This is an optimization exercise on Yosys and OpenROAD, whose aim is small area and a short achievable clock period, not a production implementation. Function was not checked in any run shown here: the RTL went through the layout flow alone. Power figures rest on the tool's default switching activity, not on a simulated workload.

File: design/flow/design.v
module pipe_stage #(parameter W = 1, parameter EN = 1) (
    input clock,
    input [W-1:0] d,
    output [W-1:0] q
);
    generate if (EN) begin : g_reg
        reg [W-1:0] r;
        always @(posedge clock) r <= d;
        assign q = r;
    end else begin : g_wire
        assign q = d;
    end endgenerate
endmodule
module valid_stage #(parameter EN = 1) (
    input clock,
    input reset,
    input d,
    output q
);
    generate if (EN) begin : g_reg
        reg r;
        always @(posedge clock or posedge reset)
            if (reset) r <= 1'b0;
            else       r <= d;
        assign q = r;
    end else begin : g_wire
        assign q = d;
    end endgenerate
endmodule
module fp_adder_16_bit (
    input clock,
    input reset,
    input in_valid,
    input [15:0] operand_a,
    input [15:0] operand_b,
    input final_operation,
    output reg out_valid,
    output reg [15:0] result,
    output reg overflow_flag,
    output reg underflow_flag,
    output reg zero_flag,
    output reg infinity_flag,
    output reg NaN_flag
);
    localparam S1 = 1;    
    localparam S2 = 1;    
    localparam S3 = 1;    
    localparam S4 = 1;    
    localparam S5 = 1;    
    wire        sa = operand_a[15], sb = operand_b[15];
    wire [4:0]  ea = operand_a[14:10], eb = operand_b[14:10];
    wire [9:0]  fa = operand_a[9:0],  fb = operand_b[9:0];
    wire        ha = |fa, hb = |fb;
    wire ea_max = &ea, eb_max = &eb;
    wire inf_c  = (ea_max & ~ha) | (eb_max & ~hb);
    wire nan_c  = (ea_max & ha) | (eb_max & hb);
    wire [5:0]  ediff = {1'b0, ea} - {1'b0, eb};      
    wire        e_lt  = ediff[5];
    wire        e_eq  = (ea == eb);
    wire        f_lt  = (fa < fb);
    wire [4:0]  bexp  = e_lt ? eb : ea;
    wire        flush = e_lt | (ediff[4:0] > 5'd11);
    wire [3:0]  sh    = ediff[3:0];
    wire [9:0]  fa_1, fb_1;
    wire        ha_1, hb_1, sa_1, sb_1, e_lt_1, e_eq_1, f_lt_1;
    wire [4:0]  bexp_1;
    wire [3:0]  sh_1;
    wire        flush_1, fop_1, inf_1, nan_1, v_1;
    pipe_stage #(.W(40), .EN(S1)) r1 (clock,
        {fa, fb, ha, hb, sa, sb, e_lt, e_eq, f_lt, bexp, sh, flush, final_operation, inf_c, nan_c},
        {fa_1, fb_1, ha_1, hb_1, sa_1, sb_1, e_lt_1, e_eq_1, f_lt_1, bexp_1, sh_1, flush_1, fop_1, inf_1, nan_1});
    valid_stage #(.EN(S1)) rv1 (clock, reset, in_valid, v_1);
    wire [10:0] ma_1  = {ha_1, fa_1}, mb_1 = {hb_1, fb_1};
    wire        op_1   = fop_1 ^ sa_1 ^ sb_1;
    wire        zero_1 = ~ha_1 & ~hb_1;
    wire        bsel  = e_eq_1 ? f_lt_1 : e_lt_1;
    wire        sign_1 = bsel ? sb_1 : sa_1;
    wire [10:0] big_1 = bsel ? mb_1 : ma_1;
    wire [13:0] lx    = {mb_1, 3'b000};
    wire [13:0] shx   = lx >> sh_1;
    wire [10:0] por;
    genvar q;
    generate for (q = 0; q < 11; q = q + 1) begin : g_por
        assign por[q] = |mb_1[q:0];
    end endgenerate
    wire [15:0] stk_sel = {3'b000, por, 2'b00};     
    wire [15:0] nz_sel  = {4'b0000, por, 1'b0};     
    wire        stk   = stk_sel[sh_1];
    wire        nz_lo = nz_sel[sh_1];
    wire        fstk  = e_lt_1 ? ha_1 : hb_1;
    wire [13:0] al    = flush_1 ? {13'd0, fstk} :
                        (e_eq_1 & f_lt_1) ? {ma_1, 3'b000} : {shx[13:1], stk};
    wire        z3    = flush_1 ? ~fstk : (e_eq_1 & f_lt_1) ? 1'b1 : ~nz_lo;
    wire        c3    = op_1 & z3;
    wire [13:0] ax    = al ^ {14{op_1}};
    wire        keep  = ~op_1 & ~fop_1;              
    wire [10:0] big_2, axh_2;
    wire [2:0]  al_lo_2;
    wire [4:0]  bexp_2;
    wire        c3_2, op_2, keep_2, sign_2, zero_2, inf_2, nan_2, v_2;
    pipe_stage #(.W(37), .EN(S2)) r2 (clock,
        {big_1, ax[13:3], al[2:0], c3, op_1, keep, bexp_1, sign_1, zero_1, inf_1, nan_1},
        {big_2, axh_2, al_lo_2, c3_2, op_2, keep_2, bexp_2, sign_2, zero_2, inf_2, nan_2});
    valid_stage #(.EN(S2)) rv2 (clock, reset, v_1, v_2);
    wire [11:0] g0 = {big_2 & axh_2, c3_2};
    wire [11:0] p0 = {big_2 ^ axh_2, 1'b0};
    wire [11:0] g1, p1, g2, p2, g3, p3, g4;
    genvar j;
    generate for (j = 0; j < 12; j = j + 1) begin : g_ks
        if (j >= 1) begin : l1
            assign g1[j] = g0[j] | (p0[j] & g0[j-1]);
            assign p1[j] = p0[j] & p0[j-1];
        end else begin : n1
            assign g1[j] = g0[j];
            assign p1[j] = p0[j];
        end
        if (j >= 2) begin : l2
            assign g2[j] = g1[j] | (p1[j] & g1[j-2]);
            assign p2[j] = p1[j] & p1[j-2];
        end else begin : n2
            assign g2[j] = g1[j];
            assign p2[j] = p1[j];
        end
        if (j >= 4) begin : l3
            assign g3[j] = g2[j] | (p2[j] & g2[j-4]);
            assign p3[j] = p2[j] & p2[j-4];
        end else begin : n3
            assign g3[j] = g2[j];
            assign p3[j] = p2[j];
        end
        if (j >= 8) begin : l4
            assign g4[j] = g3[j] | (p3[j] & g3[j-8]);
        end else begin : n4
            assign g4[j] = g3[j];
        end
    end endgenerate
    wire [11:0] hi   = {g4[11], p0[11:1] ^ g4[10:0]};
    wire [2:0]  r_lo = op_2 ? (3'd0 - al_lo_2) : al_lo_2;
    wire        as_  = hi[11] & keep_2;
    wire [13:0] R    = {hi[10:0], r_lo};
    wire [13:0] R_3;
    wire [4:0]  bexp_3;
    wire        as_3, sign_3, zero_3, inf_3, nan_3, v_3;
    pipe_stage #(.W(24), .EN(S3)) r3 (clock,
        {R, as_, bexp_2, sign_2, zero_2, inf_2, nan_2},
        {R_3, as_3, bexp_3, sign_3, zero_3, inf_3, nan_3});
    valid_stage #(.EN(S3)) rv3 (clock, reset, v_2, v_3);
    wire [14:0] T = {as_3, R_3};
    wire [15:0] X = {T, 1'b0};
    wire [7:0]  v1, c1;
    wire [3:0]  v2;
    wire [7:0]  c2;
    wire [1:0]  v3;
    wire [5:0]  c3z;
    genvar u;
    generate for (u = 0; u < 8; u = u + 1) begin : g_l1
        assign v1[u] = X[2*u+1] | X[2*u];
        assign c1[u] = ~X[2*u+1];
    end
    for (u = 0; u < 4; u = u + 1) begin : g_l2
        assign v2[u] = v1[2*u+1] | v1[2*u];
        assign c2[2*u+1] = ~v1[2*u+1];
        assign c2[2*u]   = v1[2*u+1] ? c1[2*u+1] : c1[2*u];
    end
    for (u = 0; u < 2; u = u + 1) begin : g_l3
        assign v3[u] = v2[2*u+1] | v2[2*u];
        assign c3z[3*u+2]   = ~v2[2*u+1];
        assign c3z[3*u+1:3*u] = v2[2*u+1] ? c2[4*u+3:4*u+2] : c2[4*u+1:4*u];
    end endgenerate
    wire        vz = v3[1] | v3[0];
    wire [3:0]  lz = {~v3[1], v3[1] ? c3z[5:3] : c3z[2:0]};
    wire [3:0]  s  = vz ? lz : 4'd1;                  
    wire [14:0] tsh = T << {s[3:2], 2'b00};          
    wire [13:0] tsh_4;
    wire [3:0]  s_4;
    wire [4:0]  bexp_4;
    wire        sign_4, zero_4, inf_4, nan_4, v_4;
    pipe_stage #(.W(27), .EN(S4)) r4 (clock,
        {tsh[13:0], s, bexp_3, sign_3, zero_3, inf_3, nan_3},
        {tsh_4, s_4, bexp_4, sign_4, zero_4, inf_4, nan_4});
    valid_stage #(.EN(S4)) rv4 (clock, reset, v_3, v_4);
    wire [13:0] fsh = tsh_4 << s_4[1:0];
    wire [12:0] nm_4 = fsh[13:1];
    wire [4:0]  ne  = bexp_4 + 5'd1 - {1'b0, s_4};
    wire [9:0]  M   = nm_4[12:3];
    wire        inc = nm_4[2] & (nm_4[1] | nm_4[0] | nm_4[3]);
    wire [9:0]  pre;
    genvar k;
    generate for (k = 0; k < 10; k = k + 1) begin : g_pre
        if (k == 0) begin : g0
            assign pre[k] = 1'b1;
        end else begin : gk
            assign pre[k] = &M[k-1:0];
        end
    end endgenerate
    wire [9:0]  mr  = M ^ (pre & {10{inc}});
    wire        m_all1 = &M;
    wire        m_zero = ~|M;
    wire        m_1ff  = (M == 10'h1ff);
    wire        m_200  = (M == 10'h200);
    wire        wr  = inc ? m_1ff : m_200;           
    wire        mrz = inc ? m_all1 : m_zero;         
    wire [9:0]  mr_5;
    wire [4:0]  ne0;
    wire        wr_5, mrz_5, sign_5, zero_5, inf_5, nan_5, v_5;
    pipe_stage #(.W(21), .EN(S5)) r5 (clock,
        {mr, wr, mrz, ne, sign_4, zero_4, inf_4, nan_4},
        {mr_5, wr_5, mrz_5, ne0, sign_5, zero_5, inf_5, nan_5});
    valid_stage #(.EN(S5)) rv5 (clock, reset, v_4, v_5);
    wire [4:0]  ne1 = ne0 + 5'd1;
    wire        ovf = wr_5 ? (ne0 == 5'd30) : (ne0 == 5'd31);
    wire        unf = (ne0 == 5'd0) & mrz_5;
    wire [4:0]  ex  = wr_5 ? ne1 : ne0;
    wire [9:0]  mo  = ovf ? 10'd0 : wr_5 ? 10'd1 : mr_5;
    wire [4:0]  xo  = (inf_5 | nan_5) ? 5'h1f : ex;
    wire [9:0]  fo  = inf_5 ? 10'd0 : nan_5 ? 10'h3ff : mo;
    always @(posedge clock) begin
        result         <= {sign_5, xo, fo};
        overflow_flag  <= ovf;
        underflow_flag <= unf;
        zero_flag      <= zero_5;
        infinity_flag  <= inf_5;
        NaN_flag       <= nan_5;
    end
    always @(posedge clock or posedge reset)
        if (reset) out_valid <= 1'b0;
        else       out_valid <= v_5;
endmodule
File: design/flow/run.sh
#!/bin/bash
# synth_recipe.tcl (not shown) runs the flow's synth.tcl, then flattens the netlist and writes it again
# the make line also repeats each setting of config.mk as NAME=value (left out here)
make -C /OpenROAD-flow-scripts/flow DESIGN_CONFIG=/design/flow/config.mk WORK_HOME=/design/flow/orfs CLKGATE_MAP_FILE= SYNTH_SCRIPT=/design/flow/synth_recipe.tcl finish
File: design/flow/config.mk
export PLATFORM = sky130hd
export DESIGN_NAME = fp_adder_16_bit
export DESIGN_NICKNAME = fp_adder_16_bit
export VERILOG_FILES = /design/flow/design.v
export SDC_FILE = /design/flow/constraint.sdc
export NUM_CORES = 4
export LEC_CHECK = 0
export ABC_AREA = 1
export CAP_MARGIN = 20
export CORE_MARGIN = 2
export CORE_UTILIZATION = 40
export CTS_BUF_LIST = sky130_fd_sc_hd__clkbuf_8
export CTS_CLUSTER_SIZE = 40
export SETUP_SLACK_MARGIN = 1.8
export SLEW_MARGIN = 20
File: design/flow/constraint.sdc
create_clock -name core_clock -period 3.5 [get_ports {clock}]
set_input_delay 0.7000 -clock core_clock [delete_from_list [all_inputs] [get_ports {clock}]]
set_output_delay 0.7000 -clock core_clock [all_outputs]
set_load 0.01 [all_outputs]
==> out/metrics.yaml, run 1 <==
routing:
  dr.pass1.iters: 7
  routed_wl_um: 15860
  num_vias: 6142
  wl_per_cell_um: 12.59
  drt_iter0_drc: 386
  drc: 0
  antenna_left: 0
  routed_via_density: 4.878
timing:
  slew_viol_final: 0
  finalCriticalPeriod_ns: 1.672
  clock_skew_ns: 0.02339
  tns_ns: 0
  max_freq_mhz: 598.1
  whs_ns: 0.3315
  max_slew_margin: 0.6784
  final_hold_viol_count: 0
  final-setup-viol-count: 0
  rsz0062_at_grt: "true"
  worst_pin_slew_ns: 0.4807
  period_share: 0.4777
cts:
  h-tree-depth: 4
  insertion_delay_ns: 0.47
  clockBufferDepth: 2
  cts_sinks: 176
  cts_tree: "done"
  cts_root_buf: "clkbuf_8"
  clkSlewWorstSetupHoldPaths_ns: 0.10
  cts_buffers: 17
run_status:
  status: "no timing/DRC/antenna violations"
min_path:
  min_to: "result[15]$_DFF_P_"
  hold_depth: 0
  worst_hold_startpoint: "r5.g_reg.r[3]$_DFF_P_"
  holdCritPathClass: "flip-flop to flip-flop"
yosys:
  synth.most_common_cell: "nand2_1"
  ys_warn_count: 7
  postSynthAreaPerCell_um2: 7.982
  syn_inst: 928
  ys_top_cells_by_area: "dfxtp_1, nand2_1, ha_1, inv_1, nand3_1"
  synthTopCellsByCount: "nand2_1, dfxtp_1, inv_1"
  synthMuxAreaShare: 0.006081
  yosysTopAreaCellShare: 0.4595
  synth-compound-area-share: 0.09071
  synth_top_flop_cell: "dfxtp_1"
  synth-edff-count: 0
  async_flop_share: 0.03409
  yosys.area_share.simple: 0.2481
  synth.ff_latch_count: 176
  synthesis.area_mm2: 0.007407
  yosysTopAreaCell: "dfxtp_1"
  synth_xor_area_frac: 0.03176
  synth-adder-area-share: 0.06892
  synth_nets: 1003
  synth_top_family_by_area: "simple AND/OR/NAND/NOR gates"
  synth_cell_type_count: 48
  yosysSeqAreaShare: 0.4797
floorplanning:
  die_x_um: 140.1
  core_mm2: 0.01809
  core.rowCount: 49
  die_height_um: 140.1
  start_util: 0.4095
  die_area_mm2: 0.01962
  ios: 58
critical_path:
  cp_max_fo: 5
  cp.arrival_ns: 2.07
  r2r_slack_ns: 1.84
  crit_path_end_kind: "flip-flop"
  timing.rr.end: "r5.g_reg.r[6]$_DFF_P_"
  reg2regPathDepth: 8
  crit-reg2reg-launch: "r4.g_reg.r[9]$_SDFF_PP1_"
  path_class: "input pin to flip-flop"
  worst_ep_required_time_ns: 3.89
  worst_setup_path_start_kind: "input pin"
placed_design:
  place_congestion: 0.8897
  dpl.hpwl_um: 11660
  portBuffers: 57
global_routing:
  grt_pass1_vias: 5692
  use_met2: 0.2875
  grt.busiest_layer: "met2"
  grt_overflow: 0
  antenna_found_initial: 0
  gr-usage-met1: 0.2036
  grt_max_degree: 22
  grt_pass1_wl_um: 26460
  grtUsageMet3: 0.03761
  track_usage: 0.1665
power:
  pwr_density_cell_mw_per_mm2: 788.7
  p_total_uw: 7124
  ir_worst_vdd_v: 0.0002880
  p_leak_uw: 0.004314
cells_and_area:
  nNetsFinal: 1092
  multi_input_area_mm2: 0.003533
  drive_above_1_share: 0.1660
  fin_util: 0.4994
  syn_to_final_growth_pct: 21.94
  fillCellCount: 1799
  diodes: 0
  seqCellArea_mm2: 0.003575
job:
  drv_cap: 0
==> flip-flops by register name, indices dropped and copies added (netlist names), 16 cells and up <==
signal and flops:
r1.g_reg.r 40, r3.g_reg.r 24, r2.g_reg.r 37, r5.g_reg.r 21, result 16, r4.g_reg.r 27
==> worst max-delay path: stages <==
cell and delay [ns]:
clkdlybuf4s50_1 0.51, inv_1 0.07, ha_1 0.35, a21o_4 0.25, inv_2 0.07, nand2_1 0.05
o21ai_0 0.07
==> through the flow <==
| stage | setup slack (ns) | std cells | cell area [um2] |
|---|---|---|---|
| after floorplan | 1.755 | 928 | 7450 |
| after global placement | 0.9558 | 1198 | 8215 |
| after detailed placement | 0.9471 | 1198 | 8215 |
| after CTS | 1.776 | 1247 | 8762 |
| after global routing | 1.738 | 1259 | 9032 |
| final | 1.828 | 1259 | 9032 |
==> layout by cell type (no fill, tap or decap), types with 6 or more instances in the layout <==
cell type / instances
buf_2: 22
nor2_1: 62
inv_2: 9
dfxtp_2: 8
ha_4: 10
nor2_2: 6
a21oi_1: 45
xnor2_1: 10
clkdlybuf4s50_1: 22
clkbuf_8: 17
dlymetal6s2s_1: 7
xor2_1: 15
o211ai_1: 8
nand3_1: 82
o21ai_0: 42
nand4_1: 9
buf_4: 25
nand2_1: 221
nand2_2: 15
nor3_1: 8
ha_1: 26
inv_1: 102
dfrtp_1: 6
dfxtp_1: 159
==> where the power goes <==
| part | total (uW) | switching, uW | internal (uW) |
|---|---|---|---|
| logic | 2870 | 1680 | 1190 |
| registers | 2820 | 294 | 2530 |
| clock network | 1430 | 817 | 612 |
| total | 7120 | 2790 | 4340 |
==> cell type report <==
type,instances,area share
clock buffers,17,0.02590
clock inverters,15,0.02161
inverters,117,0.05153
multi-input cells,617,0.3912
flip-flops and latches,176,0.3958
well taps,229,0.03172
repair buffers,87,0.08173
repair inverters,1,0.0005541
==> logic make-up after synthesis <==
kind of cell / count (synthesis)
AO/OA/AOI/OAI: 121
flip-flops: 176
XOR/XNOR: 26
adder cells (fa/ha/maj): 39
AND/OR/NAND/NOR: 426
buffers and inverters: 136
multiplexers: 4
==> worst max path at each step <==
stage / start / endpoint / slack (ns) / cells past startpoint
2_1_floorplan: operand_b[12] / r1.g_reg.r[3]$_DFF_P_ / 1.76 / 10
3_3_place_gp: operand_b[12] / r1.g_reg.r[3]$_DFF_P_ / 0.96 / 11
3_5_place_dp: operand_b[12] / r1.g_reg.r[3]$_DFF_P_ / 0.95 / 11
4_1_cts: r4.g_reg.r[9]$_SDFF_PP1_ / r5.g_reg.r[10]$_DFF_P_ / 1.78 / 11
5_1_grt: r4.g_reg.r[9]$_SDFF_PP1_ / r5.g_reg.r[10]$_DFF_P_ / 1.74 / 13
6_report: operand_b[14] / r1.g_reg.r[8]$_DFF_P_ / 1.83 / 7
==> metal layers <==
layer	vias to the layer above	part of all wire
li1	3175	-
met1	2776	0.45
met2	162	0.49
met3	29	0.041
met4	0	0.019
met5	-	0
==> repair_timing <==
action                     4_1_cts  5_1_grt
gates cloned                     2        2
hold buffers                     0        0
pin swaps                        8       14
setup endpoints to repair       59       36
setup buffers                   15       10
resized for setup              120       50
==> inputs of run 2 (changes only) <==
--- a/design/flow/design.v
+++ b/design/flow/design.v
@@ -27,4 +27,28 @@
         assign q = d;
     end endgenerate
+endmodule
+module ks_carry #(parameter N = 8) (
+    input  [N-1:0] g,
+    input  [N-1:0] p,
+    output [N-1:0] co
+);
+    localparam L = $clog2(N);
+    wire [N-1:0] gl [0:L];
+    wire [N-1:0] pl [0:L];
+    assign gl[0] = g;
+    assign pl[0] = p;
+    genvar l, i;
+    generate for (l = 0; l < L; l = l + 1) begin : g_lvl
+        for (i = 0; i < N; i = i + 1) begin : g_bit
+            if (i >= (1 << l)) begin : g_op
+                assign gl[l+1][i] = gl[l][i] | (pl[l][i] & gl[l][i-(1<<l)]);
+                assign pl[l+1][i] = pl[l][i] & pl[l][i-(1<<l)];
+            end else begin : g_pass
+                assign gl[l+1][i] = gl[l][i];
+                assign pl[l+1][i] = pl[l][i];
+            end
+        end
+    end endgenerate
+    assign co = gl[L];
 endmodule
 module fp_adder_16_bit (
@@ -55,8 +79,13 @@
     wire inf_c  = (ea_max & ~ha) | (eb_max & ~hb);
     wire nan_c  = (ea_max & ha) | (eb_max & hb);
-    wire [5:0]  ediff = {1'b0, ea} - {1'b0, eb};      
-    wire        e_lt  = ediff[5];
-    wire        e_eq  = (ea == eb);
-    wire        f_lt  = (fa < fb);
+    wire [5:0]  ec;
+    ks_carry #(.N(6)) kse (.g({ea & ~eb, 1'b1}), .p({~(ea ^ eb), 1'b0}), .co(ec));
+    wire [4:0]  ed    = ~(ea ^ eb) ^ ec[4:0];
+    wire        e_lt  = ~ec[5];                       
+    wire        e_eq  = &(~(ea ^ eb));
+    wire [10:0] fc;
+    ks_carry #(.N(11)) ksf (.g({fa & ~fb, 1'b1}), .p({~(fa ^ fb), 1'b0}), .co(fc));
+    wire        f_lt  = ~fc[10];                      
+    wire [5:0]  ediff = {e_lt, ed};
     wire [4:0]  bexp  = e_lt ? eb : ea;
     wire        flush = e_lt | (ediff[4:0] > 5'd11);
@@ -79,17 +108,17 @@
     wire [13:0] lx    = {mb_1, 3'b000};
     wire [13:0] shx   = lx >> sh_1;
-    wire [10:0] por;
-    genvar q;
-    generate for (q = 0; q < 11; q = q + 1) begin : g_por
-        assign por[q] = |mb_1[q:0];
-    end endgenerate
-    wire [15:0] stk_sel = {3'b000, por, 2'b00};     
-    wire [15:0] nz_sel  = {4'b0000, por, 1'b0};     
-    wire        stk   = stk_sel[sh_1];
-    wire        nz_lo = nz_sel[sh_1];
+    reg  [13:0] smask, zmask;
+    integer m;
+    always @(*) begin
+        for (m = 0; m < 14; m = m + 1) begin
+            smask[m] = (m < sh_1 + 2);
+            zmask[m] = (m < sh_1 + 3);
+        end
+    end
+    wire        stk   = |(lx & smask);
     wire        fstk  = e_lt_1 ? ha_1 : hb_1;
     wire [13:0] al    = flush_1 ? {13'd0, fstk} :
                         (e_eq_1 & f_lt_1) ? {ma_1, 3'b000} : {shx[13:1], stk};
-    wire        z3    = flush_1 ? ~fstk : (e_eq_1 & f_lt_1) ? 1'b1 : ~nz_lo;
+    wire        z3    = flush_1 ? ~fstk : (e_eq_1 & f_lt_1) ? 1'b1 : ~|(lx & zmask);
     wire        c3    = op_1 & z3;
     wire [13:0] ax    = al ^ {14{op_1}};
@@ -147,29 +176,13 @@
     valid_stage #(.EN(S3)) rv3 (clock, reset, v_2, v_3);
     wire [14:0] T = {as_3, R_3};
-    wire [15:0] X = {T, 1'b0};
-    wire [7:0]  v1, c1;
-    wire [3:0]  v2;
-    wire [7:0]  c2;
-    wire [1:0]  v3;
-    wire [5:0]  c3z;
-    genvar u;
-    generate for (u = 0; u < 8; u = u + 1) begin : g_l1
-        assign v1[u] = X[2*u+1] | X[2*u];
-        assign c1[u] = ~X[2*u+1];
+    reg  [3:0]  s;
+    integer i;
+    always @(*) begin
+        s = 4'd1;
+        for (i = 0; i < 14; i = i + 1)
+            if (R_3[i]) s = 4'd14 - i;
+        if (as_3) s = 4'd0;
     end
-    for (u = 0; u < 4; u = u + 1) begin : g_l2
-        assign v2[u] = v1[2*u+1] | v1[2*u];
-        assign c2[2*u+1] = ~v1[2*u+1];
-        assign c2[2*u]   = v1[2*u+1] ? c1[2*u+1] : c1[2*u];
-    end
-    for (u = 0; u < 2; u = u + 1) begin : g_l3
-        assign v3[u] = v2[2*u+1] | v2[2*u];
-        assign c3z[3*u+2]   = ~v2[2*u+1];
-        assign c3z[3*u+1:3*u] = v2[2*u+1] ? c2[4*u+3:4*u+2] : c2[4*u+1:4*u];
-    end endgenerate
-    wire        vz = v3[1] | v3[0];
-    wire [3:0]  lz = {~v3[1], v3[1] ? c3z[5:3] : c3z[2:0]};
-    wire [3:0]  s  = vz ? lz : 4'd1;                  
-    wire [14:0] tsh = T << {s[3:2], 2'b00};          
+    wire [14:0] tsh = T << {s[3:1], 1'b0};           
     wire [13:0] tsh_4;
     wire [3:0]  s_4;
@@ -180,5 +193,5 @@
         {tsh_4, s_4, bexp_4, sign_4, zero_4, inf_4, nan_4});
     valid_stage #(.EN(S4)) rv4 (clock, reset, v_3, v_4);
-    wire [13:0] fsh = tsh_4 << s_4[1:0];
+    wire [13:0] fsh = tsh_4 << s_4[0];
     wire [12:0] nm_4 = fsh[13:1];
     wire [4:0]  ne  = bexp_4 + 5'd1 - {1'b0, s_4};
--- a/design/flow/config.mk
+++ b/design/flow/config.mk
@@ -6,5 +6,4 @@
 export NUM_CORES = 4
 export LEC_CHECK = 0
-export ABC_AREA = 1
 export CAP_MARGIN = 20
 export CORE_MARGIN = 2
@@ -12,4 +11,4 @@
 export CTS_BUF_LIST = sky130_fd_sc_hd__clkbuf_8
 export CTS_CLUSTER_SIZE = 40
-export SETUP_SLACK_MARGIN = 1.8
+export SETUP_SLACK_MARGIN = 1.5
 export SLEW_MARGIN = 20
==> run 2 against run 1 <==
- largest cell class is now multi-input combinational cells
- critical path type is now flip-flop to flip-flop
- combinational power down 21%
- still clean on timing, DRC and antenna
- routed wire length up 0.76%
- utilization down 0.80 points
- critical endpoint is now r2.g_reg.r[11]$_DFF_P_
- highest routed layer unchanged
==> out/metrics.yaml, run 2 <==
cts:
  h-tree-depth: 4  # unchanged
  cts_buffers: 17  # unchanged
  cts_sinks: 176  # unchanged
  insertion_delay_ns: 0.46  # about the same
  cts_root_buf: "clkbuf_8"
  cts_tree: "done"
  clockBufferDepth: 2  # unchanged
  clkSlewWorstSetupHoldPaths_ns: 0.10  # about the same
power:
  ir_worst_vdd_v: 0.0003512  # +22%
  clock_power_share: 0.206  # +0.005
  pwr_density_cell_mw_per_mm2: 749.9  # -4.9%
  power_frac_comb: 0.344  # -0.059
  p_leak_uw: 0.003774  # -13%
  switching_share: 0.3581  # -0.03332
  internal_power_uw: 4264  # -1.7%
  p_switching_uw: 2379  # -15%
  p_seq_frac: 0.450  # +0.054
critical_path:
  r2r_slack_ns: 1.50  # -0.34 ns
  worst_setup_path_start_kind: "flip-flop"
  critPathBufInv: 3  # unchanged
  cp_max_fo: 9  # +4
  cp_top_family: "compound AO/OA/AOI/OAI gates"
  cp_slowest_stage_delay_ns: 0.35  # -0.16 ns
  cp.arrival_ns: 2.39  # +0.32 ns
  crit_path_end_kind: "flip-flop"
  path_class: "flip-flop to flip-flop"
  worst_ep_required_time_ns: 3.89  # about the same
  reg2regPathDepth: 9  # +1
  crit-reg2reg-launch: "r1.g_reg.r[5]$_DFF_P_"
  timing.rr.end: "r2.g_reg.r[11]$_DFF_P_"
  slowest_stage: "dfxtp_2"
  path_cells: "buf_12 > clkinv_4 > ha_4 > inv_1 > a221o_1 > a21o_1 > a22oi_1 > o2111ai_1 > a21oi_1"
routing:
  dr.pass1.iters: 5  # -2
  wl_met2_um: 7626  # -2.8%
  routed_wl_um: 15980  # +0.76%
  top_layer_used: "met4"
  drt_iter0_drc: 437  # +13%
  wl_per_cell_um: 15.38  # +22%
  num_vias: 5536  # -9.9%
  antenna_left: 0  # unchanged
  routed_via_density: 5.328  # +9.2%
  dr_wl_met3_um: 824  # +28%
  wl_met1_um: 6988  # -1.0%
  drc: 0  # unchanged
cells_and_area:
  nNetsFinal: 879  # -20%
  largest_reg_flops: 40  # unchanged
  drive_above_1_share: 0.1630  # -0.003056
  syn_to_final_growth_pct: 19.98
  layout_commonest_cell: "dfxtp_1"
  regMostFlops: "r1.g_reg.r"
  layout_common_cells: "dfxtp_1, inv_1, nor2_1"
  diodes: 0  # unchanged
  instances_no_fill: 1039  # -17%
  largestRegisters: "r1.g_reg.r (40), r2.g_reg.r (37), r4.g_reg.r (27)"
  fillCellCount: 1663  # -7.6%
yosys:
  yosysSeqAreaShare: 0.4814  # +0.001626
  synth-edff-count: 0  # unchanged
  synthTopCellsByCount: "dfxtp_1, inv_1, nor2_1"
  yosysTopAreaCellShare: 0.4610  # +0.001557
  ys_warn_count: 9  # +2
  synth.ff_latch_count: 176  # unchanged
  synth_top_flop_cell: "dfxtp_1"
  ys_top_cells_by_area: "dfxtp_1, ha_1, mux2_2, xnor2_1, inv_1"
  synth_cell_type_count: 70  # +46%
  yosysTopAreaCell: "dfxtp_1"
  syn_inst: 731  # -21%
  async_flop_share: 0.03409  # unchanged
  synth.most_common_cell: "dfxtp_1"
  synth_nets: 813  # -19%
  synthesis.area_mm2: 0.007382  # -0.34%
  postSynthAreaPerCell_um2: 10.10  # +27%
timing:
  tns_ns: 0  # unchanged
  max_slew_margin: 0.5379  # -0.1405
  slew_viol_final: 0  # unchanged
  final-setup-viol-count: 0  # unchanged
  rsz0062_at_grt: "true"
  worst_pin_slew_ns: 0.6928  # +0.2121 ns
  clock_skew_ns: 0.01432  # -0.009072 ns
  finalCriticalPeriod_ns: 1.996  # +0.3240 ns
  max_freq_mhz: 501.0  # -16%
  period_share: 0.5703  # +0.09257
  final_hold_viol_count: 0  # unchanged
placed_design:
  portBuffers: 57  # unchanged
  dpl.hpwl_um: 11480  # -1.5%
  place_congestion: 0.9331  # +4.9%
  dp.cells: 993  # -17%
global_routing:
  grt_overflow: 0  # unchanged
  grt_max_degree: 32  # +45%
  grt_pass1_vias: 5437  # -4.5%
  grt_pass1_wl_um: 25990  # -1.8%
  antenna_found_initial: 0  # unchanged
  track_usage: 0.1647  # -0.001798
floorplanning:
  core_mm2: 0.01802  # -0.34%
  die_area_mm2: 0.01956  # -0.33%
  start_util: 0.4096  # about the same
  die_height_um: 139.9  # -0.16%
  ios: 58  # unchanged
  die_x_um: 139.9  # -0.16%
  core.rowCount: 49  # unchanged
min_path:
  hold_depth: 0  # unchanged
  worst_hold_startpoint: "r4.g_reg.r[1]$_DFF_P_"
  holdCritPathClass: "flip-flop to flip-flop"
  min_to: "r5.g_reg.r[1]$_DFF_P_"
run_status:
  status: "no timing/DRC/antenna violations"
job:
  drv_cap: 0  # unchanged
## run 2: changes by cell type after synthesis, sizes merged, moves of 9 or more
cell / before / now
a21o: 2 / 14
inv: 115 / 59
o21ai: 48 / 28
clkbuf: 4 / 19
mux2i: 0 / 19
nand2: 238 / 46
mux2: 4 / 21
nor2: 73 / 53
xnor2: 11 / 27
nand2b: 0 / 9
nand3: 82 / 12
## run 2: power by group through the flow
stage | Combinational, uW | Clock, uW | Sequential (uW)
4_1_cts | 2110 | 1410 | 2960
2_1_floorplan | 1600 | 0 | 2840
5_1_grt | 2520 | 1500 | 3060
6_report | 2280 | 1370 | 2990
3_5_place_dp | 2070 | 0 | 2990
3_3_place_gp | 2020 | 0 | 2980
## run 2: worst max-delay path by stage
stage	startpoint	endpoint	slack, ns	cells after the start
2_1_floorplan	operand_b[11]	r1.g_reg.r[10]$_DFF_P_	1.44	9
3_3_place_gp	operand_b[11]	r1.g_reg.r[11]$_DFF_P_	0.80	9
3_5_place_dp	operand_b[11]	r1.g_reg.r[10]$_DFF_P_	0.75	9
4_1_cts	r1.g_reg.r[5]$_DFF_P_	r2.g_reg.r[11]$_DFF_P_	1.48	9
5_1_grt	r1.g_reg.r[5]$_DFF_P_	r2.g_reg.r[12]$_DFF_P_	1.42	8
6_report	r1.g_reg.r[5]$_DFF_P_	r2.g_reg.r[11]$_DFF_P_	1.50	9
## run 2: layer usage
layer	global-route usage	up-vias
li1	-	2709
met1	0.1980	2614
met2	0.2696	171
met3	0.04336	42
met4	0.08895	0
met5	0	-
## run 2: final cells by class
type	instances	area, um2	area share
sequential	176	3585	0.4047
inverter	61	241.5	0.02726
timing repair buffer	73	686.9	0.07755
clock inverter	14	148.9	0.01681
clock buffer	18	247.7	0.02797
multi-input combinational	468	3661	0.4133
tap	229	286.5	0.03235
## run 2: cell families (layout without fill, tap and decap cells)
kind of cell	count (synthesis)	after routing	synth area share
multiplexers	48	48	0.08271
AO/OA/AOI/OAI	159	159	0.1464
flip-flops	176	176	0.4814
XOR/XNOR	38	38	0.04508
AND/OR/NAND/NOR	177	177	0.1154
adder cells (fa/ha/maj)	46	46	0.08000
buffers and inverters	87	166	0.04898
## run 2: what timing repair did
| action | 4_1_cts | 5_1_grt |
|---|---|---|
| endpoints found under the setup margin | 58 | 21 |
| pin swaps | 3 | 14 |
| hold buffers | 0 | 0 |
| gates resized for setup | 54 | 40 |
| buffers inserted | 8 | 6 |
## run 2: worst register-to-register path, cell delays in order (launching register included)
cell	delay, ns
dfxtp_2	0.35
buf_12	0.10
clkinv_4	0.10
ha_4	0.29
inv_1	0.05
a221o_1	0.34
a21o_1	0.21
a22oi_1	0.17
o2111ai_1	0.17
a21oi_1	0.16
## run 2: metrics by stage
step,instance area [um2],hold WS (ns),setup WS [ns],util,total power (uW)
finish,8857,0.3226,1.504,0.4914,6642
global route,8857,0.3360,1.418,0.4914,7071
CTS,8665,0.3257,1.479,0.4807,6472
detailed placement,8143,0.3121,0.7478,0.4518,5061
global placement,8143,0.3099,0.8010,0.4518,5002
floorplan,7413,0.3096,1.436,-,4438
==> inputs of run 3 (changes only) <==
--- a/design/flow/config.mk
+++ b/design/flow/config.mk
@@ -6,4 +6,5 @@
 export NUM_CORES = 4
 export LEC_CHECK = 0
+export ABC_AREA = 1
 export CAP_MARGIN = 20
 export CORE_MARGIN = 2
@@ -11,4 +12,4 @@
 export CTS_BUF_LIST = sky130_fd_sc_hd__clkbuf_8
 export CTS_CLUSTER_SIZE = 40
-export SETUP_SLACK_MARGIN = 1.5
+export SETUP_SLACK_MARGIN = 1.8
 export SLEW_MARGIN = 20
==> run 3 against run 2 <==
- maximum frequency grew 16%
- synthesized area is 0.76% higher
- synthesized cell count increased by 22%
- clock-buffer cell count stayed put
- hold slack better by 0.0091 ns
- still clean on timing, DRC and antenna
- largest cell class is now flip-flops and latches
- design area up 2.4%
- non-clock buffer count up 21
- die area increased by 0.74%
- critical path depth did not move
- cell count grew 18%
- sequential power shrank 6%
- sequential share of layout area is 1.1 points lower
==> out/metrics.yaml, run 3 <==
yosys:
  async_flop_share: 0.03409  # unchanged
  yosysSeqAreaShare: 0.4777  # -0.003644
  syn_inst: 893  # +22%
  synth_top_flop_cell: "dfxtp_1"
  synth_nets: 975  # +20%
  synth.most_common_cell: "nand2_1"
  ys_top_cells_by_area: "dfxtp_1, nand2_1, ha_1, inv_1, o21ai_0"
  yosysTopAreaCell: "dfxtp_1"
  yosysTopAreaCellShare: 0.4575  # -0.003490
  synthTopCellsByCount: "nand2_1, dfxtp_1, inv_1"
  synth.ff_latch_count: 176  # unchanged
  synthesis.area_mm2: 0.007438  # +0.76%
  postSynthAreaPerCell_um2: 8.330  # -18%
  ys_warn_count: 9  # unchanged
  synth_cell_type_count: 52  # -26%
  synth-edff-count: 0  # unchanged
timing:
  final_hold_viol_count: 0  # unchanged
  max_slew_margin: 0.6148  # +0.07693
  tns_ns: 0  # unchanged
  max_freq_mhz: 580.8  # +16%
  finalCriticalPeriod_ns: 1.722  # -0.2741 ns
  slew_viol_final: 0  # unchanged
  worst_pin_slew_ns: 0.5734  # -0.1194 ns
  final-setup-viol-count: 0  # unchanged
  setup_slack_ns: 1.778  # +0.2741 ns
  rsz0062_at_grt: "true"
  period_share: 0.4920  # -0.07833
  clock_skew_ns: 0.01872  # +0.004398 ns
power:
  ir_worst_vdd_v: 0.0002831  # -19%
  p_leak_uw: 0.004293  # +14%
  pwr_density_cell_mw_per_mm2: 744.2  # -0.76%
floorplanning:
  die_x_um: 140.4  # +0.37%
  start_util: 0.4113  # +0.001725
  core_mm2: 0.01809  # +0.34%
  ios: 58  # unchanged
  die_area_mm2: 0.01970  # +0.74%
  core.rowCount: 49  # unchanged
  die_height_um: 140.4  # +0.37%
critical_path:
  crit_start: "r1.g_reg.r[4]$_DFF_P_"
  cp_max_fo: 7  # -2
  crit-reg2reg-launch: "r1.g_reg.r[4]$_DFF_P_"
  worst_setup_path_start_kind: "flip-flop"
  worst_ep_required_time_ns: 3.88  # about the same
  cp.arrival_ns: 2.10  # -0.29 ns
  reg2regPathDepth: 9  # unchanged
  crit_path_end_kind: "flip-flop"
  timing.rr.end: "r2.g_reg.r[11]$_DFF_P_"
  path_class: "flip-flop to flip-flop"
  crit_end: "r2.g_reg.r[11]$_DFF_P_"
  r2r_slack_ns: 1.78  # +0.27 ns
cells_and_area:
  regMostFlops: "r1.g_reg.r"
  diodes: 0  # unchanged
  nNetsFinal: 1071  # +22%
  layout_common_cells: "nand2_1, dfxtp_1, inv_1"
  drive_above_1_share: 0.1796  # +0.01668
  multi_input_area_mm2: 0.003568  # -2.5%
  layout_commonest_cell: "nand2_1"
  syn_to_final_growth_pct: 21.97
  largestRegisters: "r1.g_reg.r (40), r2.g_reg.r (37), r4.g_reg.r (27)"
  seqCellArea_mm2: 0.003570  # -0.42%
  fillCellCount: 1734  # +4.3%
  largest_reg_flops: 40  # unchanged
run_status:
  status: "no timing/DRC/antenna violations"
cts:
  cts_root_buf: "clkbuf_8"
  clockBufferDepth: 2  # unchanged
  cts_tree: "done"
  cts_sinks: 176  # unchanged
  hold_buffers: 0  # unchanged
  h-tree-depth: 4  # unchanged
  clkSlewWorstSetupHoldPaths_ns: 0.09  # about the same
  insertion_delay_ns: 0.46  # about the same
  cts_buffers: 17  # unchanged
placed_design:
  place_congestion: 0.8819  # -5.5%
  pre_cts_ws_ns: 1.002  # +0.2541 ns
  portBuffers: 57  # unchanged
  dpl.hpwl_um: 11360  # -1.0%
routing:
  drt_iter0_drc: 359  # -18%
  routed_wl_um: 15250  # -4.6%
  num_vias: 5845  # +5.6%
  dr.pass1.iters: 5  # unchanged
  routed_via_density: 4.748  # -11%
  drc: 0  # unchanged
  wl_per_cell_um: 12.38  # -19%
  antenna_left: 0  # unchanged
job:
  drv_cap: 0  # unchanged
global_routing:
  track_usage: 0.1565  # -0.008223
  grt_pass1_vias: 5427  # -0.18%
  grt_overflow: 0  # unchanged
  grt_pass1_wl_um: 24970  # -3.9%
  grt_max_degree: 24  # -25%
  antenna_found_initial: 0  # unchanged
min_path:
  holdCritPathClass: "flip-flop to flip-flop"
[run 3: cell count changes in the layout (fill, tap and decap cells not counted), moves of 16 or more]
cell | before | now
nand2_1 | 46 | 192
buf_2 | 0 | 23
buf_4 | 12 | 34
inv_1 | 55 | 118
xnor2_1 | 27 | 8
mux2i_1 | 16 | 0
xor2_1 | 11 | 30
nand3_1 | 12 | 39
dlygate4sd2_1 | 26 | 3
o21ai_0 | 24 | 42
mux2_2 | 21 | 1
[run 3: cell type report]
| class | instances | share of cell area |
|---|---|---|
| clock buffer | 18 | 0.02731 |
| clock inverter | 14 | 0.01683 |
| inverter | 131 | 0.05654 |
| multi-input combinational | 569 | 0.3933 |
| sequential | 176 | 0.3935 |
| tap | 229 | 0.03158 |
| timing repair buffer | 94 | 0.08095 |
[run 3: worst min-delay path by stage]
stage	start	end	slack, ns	cells after the start
finish	r2.g_reg.r[7]$_DFF_P_	r3.g_reg.r[7]$_DFF_P_	0.33	0
global route	r3.g_reg.r[6]$_DFF_P_	r4.g_reg.r[6]$_DFF_P_	0.33	0
CTS	r1.g_reg.r[1]$_DFF_P_	r2.g_reg.r[1]$_DFF_P_	0.33	0
detailed placement	r1.g_reg.r[0]$_DFF_P_	r2.g_reg.r[0]$_DFF_P_	0.31	0
global placement	r3.g_reg.r[8]$_DFF_P_	r4.g_reg.r[8]$_DFF_P_	0.31	0
floorplan	r1.g_reg.r[0]$_DFF_P_	r2.g_reg.r[0]$_DFF_P_	0.31	0
[run 3: through the flow]
stage	total power [uW]	util	std cells	hold WS (ns)	cell area (um2)
2_1_floorplan	4588	-	893	0.3096	7481
3_3_place_gp	5196	0.4565	1166	0.3100	8255
3_5_place_dp	5203	0.4565	1166	0.3121	8255
4_1_cts	6591	0.4829	1213	0.3333	8735
5_1_grt	7286	0.5016	1231	0.3344	9072
6_report	6752	0.5016	1231	0.3317	9072
[run 3: what timing repair did]
| item | CTS | global route |
|---|---|---|
| setup buffers | 14 | 17 |
| endpoints found under the setup margin | 67 | 50 |
| gates cloned | 1 | 1 |
| gates resized for setup | 119 | 64 |
| pin swaps | 7 | 9 |
[run 3: power breakdown]
| part | internal, uW | switching [uW] |
|---|---|---|
| clock | 607 | 755 |
| sequential | 2520 | 279 |
| combinational | 1060 | 1520 |
| total | 4190 | 2560 |
[run 3: critical path: stages, from the launching register on]
cell        delay, ns
dfxtp_2          0.34
buf_6            0.13
clkinvlp_4       0.17
ha_4             0.22
xnor2_2          0.16
o21ai_1          0.16
nand2_1          0.08
nand2_1          0.05
nand4_1          0.18
a21oi_2          0.18
[run 3: routing by layer]
layer / share of wire / vias up / GRT usage
li1: - / 3085 / -
met1: 0.45 / 2601 / 0.1979
met3: 0.039 / 27 / 0.03350
met5: 0 / - / 0
met2: 0.49 / 132 / 0.2601
met4: 0.021 / 0 / 0.06433
[run 3: kinds of logic (layout without fill, tap and decap cells)]
group,count (synthesis),after routing,share of synthesized area
and+or+nand+nor,330,330,0.1955
DFF,176,176,0.4777
AOI/OAI and AO/OA,151,151,0.1159
buffers and inverters,148,257,0.08091
adders and majority gates,46,46,0.07939
xor gates and xnor gates,39,39,0.04592
muxes,3,3,0.004709
==> inputs of run 4 (changes only) <==
--- a/design/flow/design.v
+++ b/design/flow/design.v
@@ -184,5 +184,5 @@
         if (as_3) s = 4'd0;
     end
-    wire [14:0] tsh = T << {s[3:1], 1'b0};           
+    wire [14:0] tsh = T << {s[3:2], 2'b00};          
     wire [13:0] tsh_4;
     wire [3:0]  s_4;
@@ -193,5 +193,5 @@
         {tsh_4, s_4, bexp_4, sign_4, zero_4, inf_4, nan_4});
     valid_stage #(.EN(S4)) rv4 (clock, reset, v_3, v_4);
-    wire [13:0] fsh = tsh_4 << s_4[0];
+    wire [13:0] fsh = tsh_4 << s_4[1:0];
     wire [12:0] nm_4 = fsh[13:1];
     wire [4:0]  ne  = bexp_4 + 5'd1 - {1'b0, s_4};
--- a/design/flow/config.mk
+++ b/design/flow/config.mk
@@ -6,5 +6,4 @@
 export NUM_CORES = 4
 export LEC_CHECK = 0
-export ABC_AREA = 1
 export CAP_MARGIN = 20
 export CORE_MARGIN = 2
@@ -12,4 +11,4 @@
 export CTS_BUF_LIST = sky130_fd_sc_hd__clkbuf_8
 export CTS_CLUSTER_SIZE = 40
-export SETUP_SLACK_MARGIN = 1.8
+export SETUP_SLACK_MARGIN = 1.5
 export SLEW_MARGIN = 20
==> run 4 against run 3 <==
- still clean on timing, DRC and antenna
- combinational power decreased by 9.7%
- sequential share of layout area increased by 1.2 points
- first-iteration DRC count decreased by 43%
- synthesized area decreased by 0.91%
- routed wire length increased by 1.3%
- via count decreased by 8.3%
- total power decreased by 1.4%
==> out/metrics.yaml, run 4 <==
timing:
  clock_skew_ns: 0.01303  # -0.005686 ns
  slew_viol_final: 0  # unchanged
  finalCriticalPeriod_ns: 2.029  # +0.3075 ns
  worst_pin_slew_ns: 0.8885  # +0.3151 ns
  max_freq_mhz: 492.8  # -15%
  final_hold_viol_count: 0  # unchanged
  setup_slack_ns: 1.471  # -0.3075 ns
  final-setup-viol-count: 0  # unchanged
  tns_ns: 0  # unchanged
  rsz0062_at_grt: "true"
  max_slew_margin: 0.4069  # -0.2079
  period_share: 0.5798  # +0.08785
yosys:
  synth_cell_type_count: 62  # +19%
  yosysTopAreaCell: "dfxtp_1"
  synth.ff_latch_count: 176  # unchanged
  synthesis.area_mm2: 0.007371  # -0.91%
  syn_inst: 722  # -19%
  ys_top_cells_by_area: "dfxtp_1, ha_1, mux2_2, xnor2_1, mux4_2"
  async_flop_share: 0.03409  # unchanged
  synth_nets: 804  # -18%
  synthTopCellsByCount: "dfxtp_1, inv_1, nor2_1"
  synth-edff-count: 0  # unchanged
  postSynthAreaPerCell_um2: 10.21  # +23%
  synth.most_common_cell: "dfxtp_1"
  yosysSeqAreaShare: 0.4821  # +0.004379
  synth_top_flop_cell: "dfxtp_1"
  ys_warn_count: 9  # unchanged
  yosysTopAreaCellShare: 0.4617  # +0.004194
placed_design:
  postPlaceCellArea_mm2: 0.008155  # -1.2%
  dpl.hpwl_um: 11200  # -1.5%
  portBuffers: 57  # unchanged
  place_congestion: 0.8602  # -2.5%
  pre_cts_ws_ns: 0.7541  # -0.2478 ns
routing:
  antenna_left: 0  # unchanged
  num_vias: 5358  # -8.3%
  drc: 0  # unchanged
  wl_per_cell_um: 14.88  # +20%
  routed_wl_um: 15450  # +1.3%
  drt_iter0_drc: 206  # -43%
  routed_via_density: 5.162  # +8.7%
  dr.pass1.iters: 4  # -1
cts:
  cts_root_buf: "clkbuf_8"
  cts_sinks: 176  # unchanged
  cts_buffers: 17  # unchanged
  h-tree-depth: 4  # unchanged
  cts_tree: "done"
  clkSlewWorstSetupHoldPaths_ns: 0.09  # about the same
  insertion_delay_ns: 0.44  # -0.02 ns
  hold_buffers: 0  # unchanged
  clockBufferDepth: 2  # unchanged
floorplanning:
  die_area_mm2: 0.01953  # -0.88%
  die_x_um: 139.7  # -0.44%
  ios: 58  # unchanged
  core_mm2: 0.01802  # -0.34%
  start_util: 0.4089  # -0.002350
  die_height_um: 139.7  # -0.44%
  core.rowCount: 49  # unchanged
critical_path:
  cp_max_fo: 5  # -2
  cp_slowest_stage_delay_ns: 0.29  # -0.05 ns
  crit_path_end_kind: "flip-flop"
  cp_top_family: "compound AO/OA/AOI/OAI gates"
  path_cells: "dlygate4sd2_1 > ha_4 > nor2b_1 > o21ai_1 > nand2_1 > a21o_1 > a21o_4 > mux2_2"
  worst_ep_required_time_ns: 3.82  # -0.06 ns
  cp.arrival_ns: 2.35  # +0.25 ns
  critPathBufInv: 1  # -1
  worst_setup_path_start_kind: "input pin"
  slowest_stage: "dlygate4sd2_1"
  path_class: "input pin to flip-flop"
global_routing:
  antenna_found_initial: 0  # unchanged
  track_usage: 0.1579  # +0.001454
  grt_pass1_vias: 5284  # -2.6%
  grt_pass1_wl_um: 24990  # about the same
  grt_max_degree: 26  # +8.3%
  grt_overflow: 0  # unchanged
cells_and_area:
  syn_to_final_growth_pct: 19.56
  layout_commonest_cell: "dfxtp_1"
  final_area_mm2: 0.008812  # -2.9%
  largest_reg_flops: 40  # unchanged
  largestRegisters: "r1.g_reg.r (40), r2.g_reg.r (37), r4.g_reg.r (27)"
  nNetsFinal: 878  # -18%
  layout_common_cells: "dfxtp_1, inv_1, nor2_1"
  drive_above_1_share: 0.1535  # -0.02618
  fin_util: 0.4889  # -0.01273
  regMostFlops: "r1.g_reg.r"
power:
  p_leak_uw: 0.003781  # -12%
  pwr_density_cell_mw_per_mm2: 755.8  # +1.6%
  ir_worst_vdd_v: 0.0003910  # +38%
  p_total_uw: 6660  # -1.4%
job:
  drv_cap: 0  # unchanged
min_path:
  holdCritPathClass: "flip-flop to flip-flop"
run_status:
  status: "no timing/DRC/antenna violations"
[run 4: kinds of logic after synthesis]
| logic type | synth area share |
|---|---|
| multiplexers | 0.1041 |
| flip-flops | 0.4821 |
| buffers and inverters | 0.04804 |
| adder cells (fa/ha/maj) | 0.08012 |
| AO/OA/AOI/OAI | 0.1249 |
| AND/OR/NAND/NOR | 0.1120 |
| XOR/XNOR | 0.04872 |
[run 4: final timing paths]
kind	slack (ns)	endpoint	startpoint	cells past startpoint
worst max-delay path	1.47	r1.g_reg.r[10]$_DFF_P_	operand_a[11]	8
worst min-delay path	0.33	r4.g_reg.r[7]$_DFF_P_	r3.g_reg.r[7]$_DFF_P_	0
worst max register to register	1.50	r2.g_reg.r[12]$_DFF_P_	r1.g_reg.r[5]$_DFF_P_	8
worst min register to register	0.33	r4.g_reg.r[7]$_DFF_P_	r3.g_reg.r[7]$_DFF_P_	0
max in group asynchronous	2.86	rv2.g_reg.r$_DFF_PP0_	reset	2
min in group asynchronous	0.46	out_valid$_DFF_PP0_	reset	2
[run 4: final cells by class]
type | instances | area (um2)
fill | 1699 | 9213
multi-input combinational | 460 | 3601
sequential | 176 | 3572
timing repair buffer | 80 | 711.9
tap | 229 | 286.5
inverter | 61 | 239.0
clock buffer | 17 | 234.0
clock inverter | 14 | 165.2
antenna | 1 | 2.502
[run 4: metal layers]
layer	track usage	wire length (um)	vias up
met5	0	0	-
met4	0.06211	212	0
met3	0.04370	617	16
met1	0.1783	6520	2538
li1	-	-	2684
met2	0.2819	8097	120
[run 4: report_power, final]
part,switching [uW],internal (uW)
logic,1170,1160
registers,411,2520
clock network,692,702
[run 4: worst reg2reg max path, stage by stage, from the launching register on]
cell and delay, ns:
dfxtp_1 0.33, buf_6 0.19, clkinv_4 0.14, ha_1 0.38, and2_1 0.17, o211ai_1 0.20, a2bb2oi_1 0.10, a31oi_1 0.26
o21a_1 0.18
[run 4: through the flow]
step	hold slack (ns)	cells
finish	0.3259	1038
global route	0.3355	1037
floorplan	0.3096	722
detailed placement	0.3121	987
global placement	0.3114	987
CTS	0.3301	1023
[run 4: repair_timing]
action,in CTS,in global routing
pin swaps,8,12
endpoints found under the setup margin,55,12
gates resized for setup,44,22
buffers inserted,5,14

afterwards: timing with drivers on the ports:
The flow's constraints put no driver on any port. The routed layouts listed below were extracted and timed again, unchanged, in two steps.
Step 1 assumes that a clkbuf_16 drives the clock port and a buf_2 every other input.
Step 2, shift: input delay + t, output delay - t, t = (earliest + latest rising clock arrival at the registers) / 2. This alone moves slack from input paths to output paths.
Three values: ideal ports, drivers, drivers and shift; two values: the first two.
| run | t, ns | slack for setup (ns) | worst register clock-pin slew, ns | worst data-port slew with drivers (ns) | cell pins on the clock port's net |
|---|---|---|---|---|---|
| run 1 | 0.492 | 1.828 / 1.800 / 1.344 | 0.11 / 0.11 | 0.03 | 1 |
| run 2 | 0.491 | 1.504 / 1.504 / 1.067 | 0.10 / 0.10 | 0.04 | 1 |
| run 3 | 0.490 | 1.778 / 1.778 / 1.349 | 0.10 / 0.10 | 0.04 | 1 |
| run 4 | 0.468 | 1.471 / 1.491 / 1.023 | 0.09 / 0.09 | 0.06 | 1 |
After both steps setup and hold are still met in every run listed. For run 1, which loses most, drivers alone change the setup slack by -0.028 ns; drivers and shift together by -0.484 ns.
